Source: an optimization exercise on an open RTL-to-GDS flow (aim: small area). Production flows keep margins and buffers that such runs may drop. The RTL was checked by simulation tests, not by an equivalence proof against the original design. Power is estimated from default activity; no workload was simulated.

## bf8b
module bf8b (
    input rst,
    input clk,
    input rx,
    input [31:0] data_in,
    output [31:0] data_out,
    output [29:0] addr,
    output [3:0] wes,
    output tx
);
localparam P_FETCH = 2'd0;      
localparam P_EX    = 2'd1;      
localparam P_EX2   = 2'd2;      
localparam P_DMA   = 2'd3;      
localparam K_SLT   = 3'd0;
localparam K_SH    = 3'd1;
localparam K_LOAD  = 3'd2;
localparam K_STORE = 3'd3;
localparam K_JMP   = 3'd4;
reg [1:0] t;
reg [1:0] pass;
reg [2:0] k2;
reg [29:0] pc;
reg [31:0] a;
reg [4:0] rlo;                   
reg [2:0] rf3;                   
reg c;                           
reg cc;                          
reg zacc;                        
reg flag;                        
reg dsel;                        
reg txcap;                       
reg pcinc;                       
reg uflag;                       
wire t0 = t == 2'd0;
wire t1 = t == 2'd1;
wire t3 = t == 2'd3;
wire [31:0] ir = data_in;
wire [4:0] opc = ir[6:2];
wire [2:0] f3 = ir[14:12];
wire [4:0] rd = ir[11:7];
wire [4:0] rs1 = ir[19:15];
wire [4:0] rs2 = ir[24:20];
wire is_load  = opc == 5'b00000;
wire is_opimm = opc == 5'b00100;
wire is_auipc = opc == 5'b00101;
  ...
Size in the first run: ~3600 cells after synthesis, roughly 100 I/O pins, about 41000 sq um of cells after synthesis.
==> flow/config.mk <==
export PLATFORM = sky130hd
export DESIGN_NAME = bf8b
export DESIGN_NICKNAME = bf8b
export VERILOG_FILES = /design/flow/design.v
export SDC_FILE = /design/flow/constraint.sdc
export NUM_CORES = 8
export LEC_CHECK = 0
export CAP_MARGIN = 20
export CORE_MARGIN = 2
export CORE_UTILIZATION = 50
export SLEW_MARGIN = 20
==> flow/constraint.sdc <==
create_clock -name core_clock -period 14.0 [get_ports {clk}]
set_input_delay 2.8000 -clock core_clock [delete_from_list [all_inputs] [get_ports {clk}]]
set_output_delay 2.8000 -clock core_clock [all_outputs]
set_load 0.01 [all_outputs]
standard.sh (not shown) runs the stock make flow with config.mk's settings and CLKGATE_MAP_FILE= SYNTH_SCRIPT=/design/flow/synth_recipe.tcl, a recipe that flattens the netlist after the stock synthesis.
==> flow/flow/run.sh <==
#!/bin/bash
# The standard layout, with three of its steps tuned for area:
#  - synthesis maps the logic with an area-oriented ABC script (flow/abc_area.script)
#    instead of ORFS's delay-oriented one; everything else in the synthesis is the
#    standard one (synth_recipe.tcl), so the registers are the same;
#  - ports are buffered with buf_1 rather than the resizer's default delay cell;
#  - clock-tree sinks are clustered in larger groups.
set -euo pipefail
here=$(pwd)
{
  echo "proc abc {args} {"
  echo "  set i [lsearch -exact \$args -script]"
  echo "  if {\$i >= 0} { lset args [expr {\$i + 1}] $here/flow/abc_area.script }"
  echo "  yosys abc {*}\$args"
  echo "}"
  cat synth_recipe.tcl
} > area_synth.tcl
sed "s#SYNTH_SCRIPT=[^ ]*#SYNTH_SCRIPT=$here/area_synth.tcl#" standard.sh > area_standard.sh
export BUFFER_PORTS_ARGS="-buffer_cell sky130_fd_sc_hd__buf_1"
export CTS_ARGS="-sink_clustering_enable -repair_clock_nets -buf_list sky130_fd_sc_hd__clkbuf_4 -sink_clustering_size 10 -sink_clustering_max_diameter 40 -dont_use_dummy_load"
bash area_standard.sh > standard.log 2>&1
==> flow/flow/abc_area.script <==
&get -n
&st
&syn2
&dch
&nf -R 1000
&put
Edit:
--- a/flow/design.v
+++ b/flow/design.v
@@ -156,22 +156,23 @@
     output tx
 );
 localparam P_FETCH = 2'd0;      
 localparam P_EX    = 2'd1;      
 localparam P_EX2   = 2'd2;      
 localparam P_DMA   = 2'd3;      
 localparam K_SLT   = 3'd0;
 localparam K_SH    = 3'd1;
 localparam K_LOAD  = 3'd2;
 localparam K_STORE = 3'd3;
 localparam K_JMP   = 3'd4;
+localparam K_ROT   = 3'd5;
 reg [1:0] t;
 reg [1:0] pass;
 reg [2:0] k2;
 reg [29:0] pc;
 reg [31:0] a;
 reg [4:0] rlo;                   
 reg [2:0] rf3;                   
 reg c;                           
 reg cc;                          
 reg zacc;                        
 reg flag;                        
@@ -250,26 +251,25 @@
 wire ccin = t0 ? 1'b1 : cc;
 wire [8:0] cdiff = {1'b0, p1} + {1'b0, ~cb} + ccin;
 wire ltu = ~cdiff[8];
 wire lt = ltu ^ p1[7] ^ cb[7];
 wire eq = (p1 == cb) & (t0 | zacc);
 wire cond = f3[2] ? (f3[1] ? ltu : lt) : eq;
 wire taken = cond ^ f3[0];
 wire left = ~f3[2];
 wire [1:0] q = rlo[4:3];
 wire [2:0] rr = rlo[2:0];
 wire fill = ir[30] & flag;
-wire [1:0] hi_i = left ? -q : q + 2'd1;
-wire [1:0] lo_i = left ? ~q : q;
-wire [7:0] hi_b = a[8*hi_i +: 8];
-wire [7:0] lo_b = a[8*lo_i +: 8];
+wire [1:0] rot_n = left ? -q : q;
+wire [7:0] hi_b = left ? a[7:0] : a[15:8];
+wire [7:0] lo_b = left ? a[31:24] : a[7:0];
 wire hi_ok = left ? (t >= q) : ({1'b0, t} + q < 3'd3);
 wire lo_ok = left ? ({1'b0, t} >= q + 3'd1) : ({1'b0, t} + q < 3'd4);
 wire [7:0] hi_v = hi_ok ? hi_b : {8{fill}};
 wire [7:0] lo_v = lo_ok ? lo_b : {8{fill}};
 wire [15:0] win = left ? {1'b0, hi_v, lo_v[7:1]} : {hi_v, lo_v};
 wire [15:0] wsh = win >> (left ? ~rr : rr);
 wire [7:0] shout = wsh[7:0];
 reg [7:0] alub;
 always @(*) begin
     case ({is_alu, f3})
         4'b1100: alub = p1 ^ bin;
@@ -352,23 +352,23 @@
             if (t0 && pcinc) begin
                 cin_a = 1'b1;
                 pc_we = 1'b1;
             end
             if (t3)
                 npass = dma_req ? P_DMA : P_EX;
         end
         P_EX: begin
             if (is_alu & (is_slt | is_sh)) begin
                 na = {p1, a[31:8]};
                 if (t3) begin
-                    nk2 = is_slt ? K_SLT : K_SH;
+                    nk2 = is_slt ? K_SLT : K_ROT;
                     npass = P_EX2;
                 end
             end else if (is_alu | is_lui | is_auipc) begin
                 wen = 1'b1;
                 if (t3)
                     advance(1'b0);
             end else if (is_br) begin
                 na = {sum[7:0], a[31:8]};
                 if (t3)
                     advance(taken);
             end else if (is_jal | is_jalr) begin
@@ -391,22 +391,28 @@
                 end
             end
         end
         P_EX2: begin
             case (k2)
                 K_SLT: begin
                     wen = 1'b1;
                     wbyte = {7'b0, flag & t0};
                     if (t3)
                         advance(1'b0);
                 end
+                K_ROT: begin
+                    if (t < rot_n)
+                        na = {a[7:0], a[31:8]};
+                    if (t3)
+                        nk2 = K_SH;
+                end
                 K_JMP: begin
                     wen = 1'b1;
                     wbyte = sum[7:0];
                     if (t3) begin
                         pc_we = 1'b1;
                         inc_a = 1'b1;
                         npass = dma_req ? P_DMA : P_EX;
                     end
                 end
                 K_SH: begin
                     wen = 1'b1;
What happened: Clock skew shrinks by 54 ps. Routed wire length shrinks slightly. Final area shrinks slightly. Global-route usage shrinks by 0.27 points. Critical path depth grows by 1. Worst hold slack gains 3.1 ps. Non-clock buffer count shrinks by 7. Sequential share of layout area grows by 0.50 points. Setup slack loses 180 ps. Fmax shrinks slightly. Clock power is about the same. Die area shrinks slightly. Clock-buffer cell count grows by 2. Power grows by a few percent.


Setup of main:
RTL: one of the versions met above, not the one the previous note started from.
Size in the first run: ~1300 flip-flops, about 100 I/O pins, about 40000 um^2 of cells after synthesis.
// bf8b
module bf8b (
    input rst,
    input clk,
    input rx,
    input [31:0] data_in,
    output [31:0] data_out,
    output [29:0] addr,
    output [3:0] wes,
    output tx
);
==> flow/config.mk <==
export PLATFORM = sky130hd
export DESIGN_NAME = bf8b
export DESIGN_NICKNAME = bf8b
export VERILOG_FILES = /design/flow/design.v
export SDC_FILE = /design/flow/constraint.sdc
export NUM_CORES = 8
export LEC_CHECK = 0
export CAP_MARGIN = 20
export CORE_MARGIN = 2
export CORE_UTILIZATION = 50
export SLEW_MARGIN = 20
==> flow/constraint.sdc <==
create_clock -name core_clock -period 14.0 [get_ports {clk}]
set_input_delay 2.8000 -clock core_clock [delete_from_list [all_inputs] [get_ports {clk}]]
set_output_delay 2.8000 -clock core_clock [all_outputs]
set_load 0.01 [all_outputs]
==> flow/flow/run.sh <==
#!/bin/bash
# The standard layout, with three of its steps tuned for area:
#  - synthesis maps the logic with an area-oriented ABC script (flow/abc_area.script)
#    instead of ORFS's delay-oriented one; everything else in the synthesis is the
#    standard one (synth_recipe.tcl), so the registers are the same;
#  - ports are buffered with buf_1 rather than the resizer's default delay cell;
#  - clock-tree sinks are clustered in larger groups.
set -euo pipefail
here=$(pwd)
{
  echo "proc abc {args} {"
  echo "  set i [lsearch -exact \$args -script]"
  echo "  if {\$i >= 0} { lset args [expr {\$i + 1}] $here/flow/abc_area.script }"
  echo "  yosys abc {*}\$args"
  echo "}"
  cat synth_recipe.tcl
} > area_synth.tcl
sed "s#SYNTH_SCRIPT=[^ ]*#SYNTH_SCRIPT=$here/area_synth.tcl#" standard.sh > area_standard.sh
export BUFFER_PORTS_ARGS="-buffer_cell sky130_fd_sc_hd__buf_1"
export CTS_ARGS="-sink_clustering_enable -repair_clock_nets -buf_list sky130_fd_sc_hd__clkbuf_8 -sink_clustering_size 16 -sink_clustering_max_diameter 60 -dont_use_dummy_load"
bash area_standard.sh > standard.log 2>&1
Scripts as last shown in full above: flow/flow/abc_area.script
Here is what was changed in the inputs of the feature branch compared with main.
-- flow/design.v --
<<< main, line 160
localparam P_EX2   = 2'd2;      
localparam P_DMA   = 2'd3;      
localparam K_SLT   = 3'd0;
localparam K_SH    = 3'd1;
localparam K_LOAD  = 3'd2;
localparam K_STORE = 3'd3;
localparam K_JMP   = 3'd4;
localparam K_ROT   = 3'd5;
reg [1:0] t;
reg [1:0] pass;
>>> the feature branch, line 160
localparam P_EX2   = 2'd2;      
localparam P_DMA   = 2'd3;      
localparam K_SLT   = 3'd0;      
localparam K_SH    = 3'd1;      
localparam K_LOAD  = 3'd2;      
localparam K_STORE = 3'd3;      
localparam K_JMP   = 3'd4;      
localparam K_ROT   = 3'd5;      
reg [1:0] t;
reg [1:0] pass;
<<< main, line 182
reg uflag;                       
wire t0 = t == 2'd0;
wire t1 = t == 2'd1;
wire t3 = t == 2'd3;
wire [31:0] ir = data_in;
>>> the feature branch, line 182
reg uflag;                       
wire t0 = t == 2'd0;
wire t3 = t == 2'd3;
wire [31:0] ir = data_in;
The feature branch finished every step from synthesis to the final layout, and the layout passed the timing, design-rule and antenna checks. Summary of the feature branch over main: pin count of the biggest net entering global routing closely matched the old numbers; power dissipated by switching net loads now sits at about the same level; worst-case setup margin in the final layout roughly the same; number of placement rows level. As far as overall power of the completed layout goes, main and the feature branch are indistinguishable; the numbers are identical. Comparing main with the feature branch, the sequential cell count came out essentially unchanged.

==> static timing again, ports no longer ideal <==
The flow's constraints put no driver on any port. The routed layouts listed below were extracted and timed again, unchanged, in two steps.
Step 1 (the two cells are an assumption about what drives the block):
set clk [get_ports {clk}]
set_driving_cell -lib_cell sky130_fd_sc_hd__clkbuf_16 $clk
set_driving_cell -lib_cell sky130_fd_sc_hd__buf_2 [delete_from_list [all_inputs] $clk]
Step 2 adds t to the input delays and takes it off the output delays; t is the mean of the earliest and latest rising clock arrival at the registers after step 1. Input paths then give back, and output paths get back, about the clock's delay inside the block.
Slacks: ideal / step 1 / step 2; pairs: ideal / step 1.
run	shift t [ns]	setup slack, ns	worst slew at a driven data input, ns
the first run of note 1	1.068	0.927 / 0.905 / 0.905	0.05
the second run of note 1	1.079	0.748 / 0.728 / 0.728	0.06
main	0.764	0.638 / 0.618 / 0.618	0.06
the feature branch	0.764	0.638 / 0.618 / 0.618	0.06
After both steps every run listed still meets setup and hold. The setup slack of the first run of note 1, which loses most, moves by -0.022 ns with the drivers and by -0.022 ns with both steps.
